Context: an optimization exercise on an open-source flow, tuned for small area and a short achievable clock period. The choices shown serve that exercise and are no tape-out recipe. Function was checked by simulation only, so behaviour that the tests miss may differ from the original. Power is estimated from default activity; no workload was simulated.

== run A ==
## fpm
module fpm(
    input [32:1] a,
    input [32:1] b,
    input clk,
    input rst,
    input in_valid,
    output [32:1] c,
    output out_valid
    );
reg [2:0] vld;
always @(posedge clk)
    if (!rst)
        vld <= 0;
    else
        vld <= {vld[1:0], in_valid};
assign out_valid = vld[2];
wire one1;
wire two2;
wire neg3;
wire bp4;
wire bp5;
wire bp6;
wire bp7;
wire bp8;
wire bp9;
wire bp10;
wire bp11;
wire bp12;
wire bp13;
wire bp14;
wire bp15;
wire bp16;
wire bp17;
wire bp18;
wire bp19;
wire bp20;
wire bp21;
wire bp22;
wire bp23;
wire bp24;
wire bp25;
wire bp26;
wire bp27;
wire bp28;
wire nn29;
wire one30;
wire two31;
wire neg32;
wire bp33;
wire bp34;
wire bp35;
wire bp36;
wire bp37;
wire bp38;
wire bp39;
wire bp40;
wire bp41;
wire bp42;
wire bp43;
wire bp44;
wire bp45;
wire bp46;
wire bp47;
wire bp48;
wire bp49;
wire bp50;
wire bp51;
wire bp52;
wire bp53;
wire bp54;
wire bp55;
wire bp56;
wire bp57;
wire nn58;
wire one59;
wire two60;
wire neg61;
wire bp62;
wire bp63;
wire bp64;
wire bp65;
wire bp66;
wire bp67;
wire bp68;
wire bp69;
wire bp70;
wire bp71;
wire bp72;
wire bp73;
wire bp74;
wire bp75;
wire bp76;
wire bp77;
wire bp78;
wire bp79;
wire bp80;
wire bp81;
wire bp82;
wire bp83;
wire bp84;
wire bp85;
wire bp86;
wire nn87;
wire one88;
wire two89;
wire neg90;
wire bp91;
  ...
Settings: LEC_CHECK=0, CAP_MARGIN=20, CORE_MARGIN=2, CORE_UTILIZATION=60, CTS_BUF_LIST=sky130_fd_sc_hd__clkbuf_8, CTS_CLUSTER_DIAMETER=50, CTS_CLUSTER_SIZE=18, SETUP_SLACK_MARGIN=2.7, SLEW_MARGIN=30, SYNTH_HIERARCHICAL=1, SYNTH_MINIMUM_KEEP_SIZE=0, TNS_END_PERCENT=0; clock period 5.0 ns.
standard.sh (not shown) runs the stock make flow with config.mk's settings and CLKGATE_MAP_FILE= SYNTH_SCRIPT=/design/flow/synth_recipe.tcl, a recipe that flattens the netlist after the stock synthesis.
==> flow/flow/run.sh <==
#!/bin/bash
set -euo pipefail
export BUFFER_PORTS_ARGS="-buffer_cell sky130_fd_sc_hd__buf_2"
bash standard.sh > standard.log 2>&1
> inputs changed (run A -> run B)
==> flow/config.mk <==
export PLATFORM = sky130hd
export DESIGN_NAME = fpm
export DESIGN_NICKNAME = fpm
export VERILOG_FILES = /design/flow/design.v
export SDC_FILE = /design/flow/constraint.sdc
export NUM_CORES = 4
export LEC_CHECK = 0
export CAP_MARGIN = 50
export CORE_MARGIN = 2
export CORE_UTILIZATION = 60
export CTS_BUF_LIST = sky130_fd_sc_hd__clkbuf_8
export CTS_CLUSTER_DIAMETER = 50
export CTS_CLUSTER_SIZE = 18
export SETUP_SLACK_MARGIN = 2.4
export SLEW_MARGIN = 70
export SYNTH_HIERARCHICAL = 1
export SYNTH_MINIMUM_KEEP_SIZE = 0
export TNS_END_PERCENT = 0
==> comparison <==
Run B finished all stages; the layout is clean.
Run A → run B: total CTS buffers dropped 11%; overall power of the completed layout held.
Run B against run A; design area is down slightly.
Lower area added between synthesis and finish among run A and run B: run B
Setup WNS run A -> run B: better
Run B ends up with lower length of the first detailed-routing pass in iterations than run A does.
Compared with run A, run B shows a number of ordinary and repair buffers in the finished layout that is 9.1% lower.
Compared with run A, in run B maximum frequency from static timing analysis picked up an extra about 1%, share of the cycle needed by the critical path after routing lost 0.55 points.
Between run A and run B, maximum net fanout on the critical path is lower for run B, run A comes in above that.
[inputs] run C vs run B
==> flow/flow/run.sh <==
#!/bin/bash
set -euo pipefail
export BUFFER_PORTS_ARGS="-buffer_cell sky130_fd_sc_hd__buf_2"
export CTS_ARGS="-sink_clustering_enable -repair_clock_nets -buf_list sky130_fd_sc_hd__clkbuf_8 -sink_clustering_size 18 -sink_clustering_max_diameter 50 -dont_use_dummy_load"
bash standard.sh > standard.log 2>&1
-- flow/config.mk --
<<< run B, line 12
export CTS_CLUSTER_DIAMETER = 50
export CTS_CLUSTER_SIZE = 18
export SETUP_SLACK_MARGIN = 2.4
export SLEW_MARGIN = 70
export SYNTH_HIERARCHICAL = 1
>>> run C, line 12
export CTS_CLUSTER_DIAMETER = 50
export CTS_CLUSTER_SIZE = 18
export SETUP_SLACK_MARGIN = 2.7
export SLEW_MARGIN = 70
export SYNTH_HIERARCHICAL = 1
Results
- Between run B and run C, the routed via count figures differ only marginally.
- [diff] overall power of the completed layout, run C relative to run B: improvement
- Of run C and run B, run C shows the lower cell count of the worst reg-to-reg path, with run B above it.
- On run C: fraction of area in multi-input gates is 0.50 points higher than what run B gave.
Inputs modified between run C and run D:
==> flow/flow/run.sh <==
#!/bin/bash
set -euo pipefail
export BUFFER_PORTS_ARGS="-buffer_cell sky130_fd_sc_hd__buf_2"
bash standard.sh > standard.log 2>&1
==> comparison <==
On average routed wire per standard cell: run D sits below run C.
Diff run C -> run D | overall power of the completed layout | increase of 4.1%
Run D -> run C: count of unresolved DRC violations after routing delta 0, exact match
Between run D and run C, the final area figures differ only marginally.
Summary: with run C as the reference, internal power in run D moved up by a few percent.
Run D improves on run C in setup slack of the critical path after layout.
In run D the met3 usage in global routing turned out 0.94 points lower than in run C.
| global-route met2 utilization | higher: run C |
Run D: via count of the first global-routing pass is 0.51% lower than what run C reported.
Comparing run D against run C, there is no change at all in number of antenna-violating nets in the routed design.
Clock power share, run C and run D, lower one = run C.

---

job 101:
fpm again, from the RTL that the note above started with.
clock: 5.0 ns
lec_check: 0
cap_margin: 50
core_margin: 2
core_utilization: 60
setup_slack_margin: 2.7
slew_margin: 70
synth_hierarchical: 1
synth_minimum_keep_size: 0
tns_end_percent: 0
==> flow/flow/run.sh <==
#!/bin/bash
set -euo pipefail
export BUFFER_PORTS_ARGS="-buffer_cell sky130_fd_sc_hd__buf_2"
bash standard.sh > standard.log 2>&1
What job 102 does differently from job 101 at the input level:
- swapping 2.7 for 3.0 in SETUP_SLACK_MARGIN
--- outcome ---
There was hardly any difference in proportion of power drawn by the clock network between job 101 and job 102.
Job 102 vs. job 101: number of placement rows stayed essentially flat; register area share after synthesis has remained practically unchanged; layout overhead on the synthesized area has remained practically unchanged; die extent in y roughly the same.
From job 101 to job 102, all-layer global routing usage did not move at all.
> inputs changed (job 102 -> job 103)
- CTS_CLUSTER_DIAMETER now 50, previously not set
- TNS_END_PERCENT now 40, was 0
- CTS_BUF_LIST now sky130_fd_sc_hd__clkbuf_8, previously not set
- SETUP_SLACK_MARGIN now 2.5, was 3.0
- CTS_CLUSTER_SIZE now 18, previously not set
Notes after the runs:
Job 103 has average detailed-routed wire length per instance above what job 102 had.
Changes observed in job 103 relative to job 102: final cycle utilization of the critical path up 0.74 points, time the final worst path needs with I/O delays and setup picked up an extra 0.037 ns.
Job 103 vs job 102: part of the power in the clock network down in job 103
Final net count (lower): job 102
Job 103 gives less power density normalized to cell area than job 102 did.
[compare] base=job 102 new=job 103: utilization now larger, worst path setup slack after routing now smaller, cell area now larger.
Job 103 ended up with q1_s441 as its endpoint of the worst setup timing path; job 102 ended up with q1_c454.
Relative to job 103, the following input files were edited for job 104:
- changing CTS_CLUSTER_DIAMETER from 50 to 60
- changing CTS_CLUSTER_SIZE from 18 to 25
- changing CTS_BUF_LIST from sky130_fd_sc_hd__clkbuf_8 to sky130_fd_sc_hd__clkbuf_8 sky130_fd_sc_hd__clkbuf_16
- changing SETUP_SLACK_MARGIN from 2.5 to 2.7
- changing TNS_END_PERCENT from 40 to 0
Notes after the runs:
- Length in cells of the worst reg-to-reg path came out exactly the same in job 103 and job 104.
- Compared with job 103, job 104 shows final total power that has gone down by a few percent.
- From job 103 to job 104 the numbers moved as follows: number of pins with negative max-slew slack in the final report roughly the same, multi-input logic portion of the cell area higher, final layout net count lower, number of cells upsized or downsized after cts lower, sequential portion of the cell area higher.
- The standard cells in job 104 occupy less silicon area than those in job 103 do.
- Job 103 has a higher overall global routing resource usage than job 104.
- Delta (job 104 minus job 103): pin count of the biggest net entering global routing shows a reduction of 1, via count shows a reduction of about 6%.
Input changes introduced in job 105 (baseline for comparison: job 104):
- swapping sky130_fd_sc_hd__clkbuf_8 sky130_fd_sc_hd__clkbuf_16 for sky130_fd_sc_hd__clkbuf_16 in CTS_BUF_LIST
- swapping 60 for 80 in CTS_CLUSTER_DIAMETER
- swapping 25 for 40 in CTS_CLUSTER_SIZE
### Flow results
Where setup slack after layout is concerned, job 104 is better than job 105.
Launch point of the critical path = b[7]: job 105; launch point of the critical path = q2_c726: job 104
Sort job 104 and job 105 by via count desc -> top: job 104
Job 105 against job 104: floorplan die height comparable, global-route usage now smaller, count of fill cells added during filler insertion now larger.
sky130_fd_sc_hd__o311a_4 as the standard cell with the maximum stage delay on the critical path was reported by job 104, and sky130_fd_sc_hd__fa_1 by job 105.

## separate check: timing with driven ports
Ports are ideal in the flow. The routed layouts listed here were re-timed in OpenROAD.
Step 1 assumes that a clkbuf_16 drives the clock port and a buf_2 every other input.
Step 2 moves the port delays by t, midway between the first and last clock arrival at a register: inputs arrive t later, outputs are due t later. That takes back most of the time a late clock gives input paths.
a / b / c = ideal ports / drivers / drivers and shift; a / b = the first two.
run	t, ns	slack for setup (ns)	hold slack, ns	worst setup path at the end	worst register clock-pin slew, ns
run A	0.625	2.173 / 2.114 / 1.490	0.322 / 0.322 / 0.322	input to register	0.10 / 0.10
run B	0.691	2.200 / 2.096 / 1.406	0.319 / 0.319 / 0.319	input to register	0.10 / 0.10
run C	0.656	2.189 / 2.137 / 1.481	0.278 / 0.278 / 0.278	input to register	0.10 / 0.10
run D	0.691	2.200 / 2.096 / 1.406	0.319 / 0.319 / 0.319	input to register	0.10 / 0.10
job 101	0.647	2.220 / 2.143 / 1.496	0.327 / 0.327 / 0.327	input to register	0.07 / 0.07
job 102	0.647	2.220 / 2.143 / 1.496	0.327 / 0.327 / 0.327	input to register	0.07 / 0.07
job 103	0.609	2.183 / 2.075 / 1.465	0.325 / 0.325 / 0.325	input to register	0.10 / 0.10
job 104	0.621	2.198 / 2.097 / 1.476	0.330 / 0.330 / 0.330	input to register	0.09 / 0.09
job 105	0.581	2.148 / 2.068 / 1.487	0.339 / 0.339 / 0.339	input to register	0.12 / 0.12
After both steps every run listed still meets setup and hold.
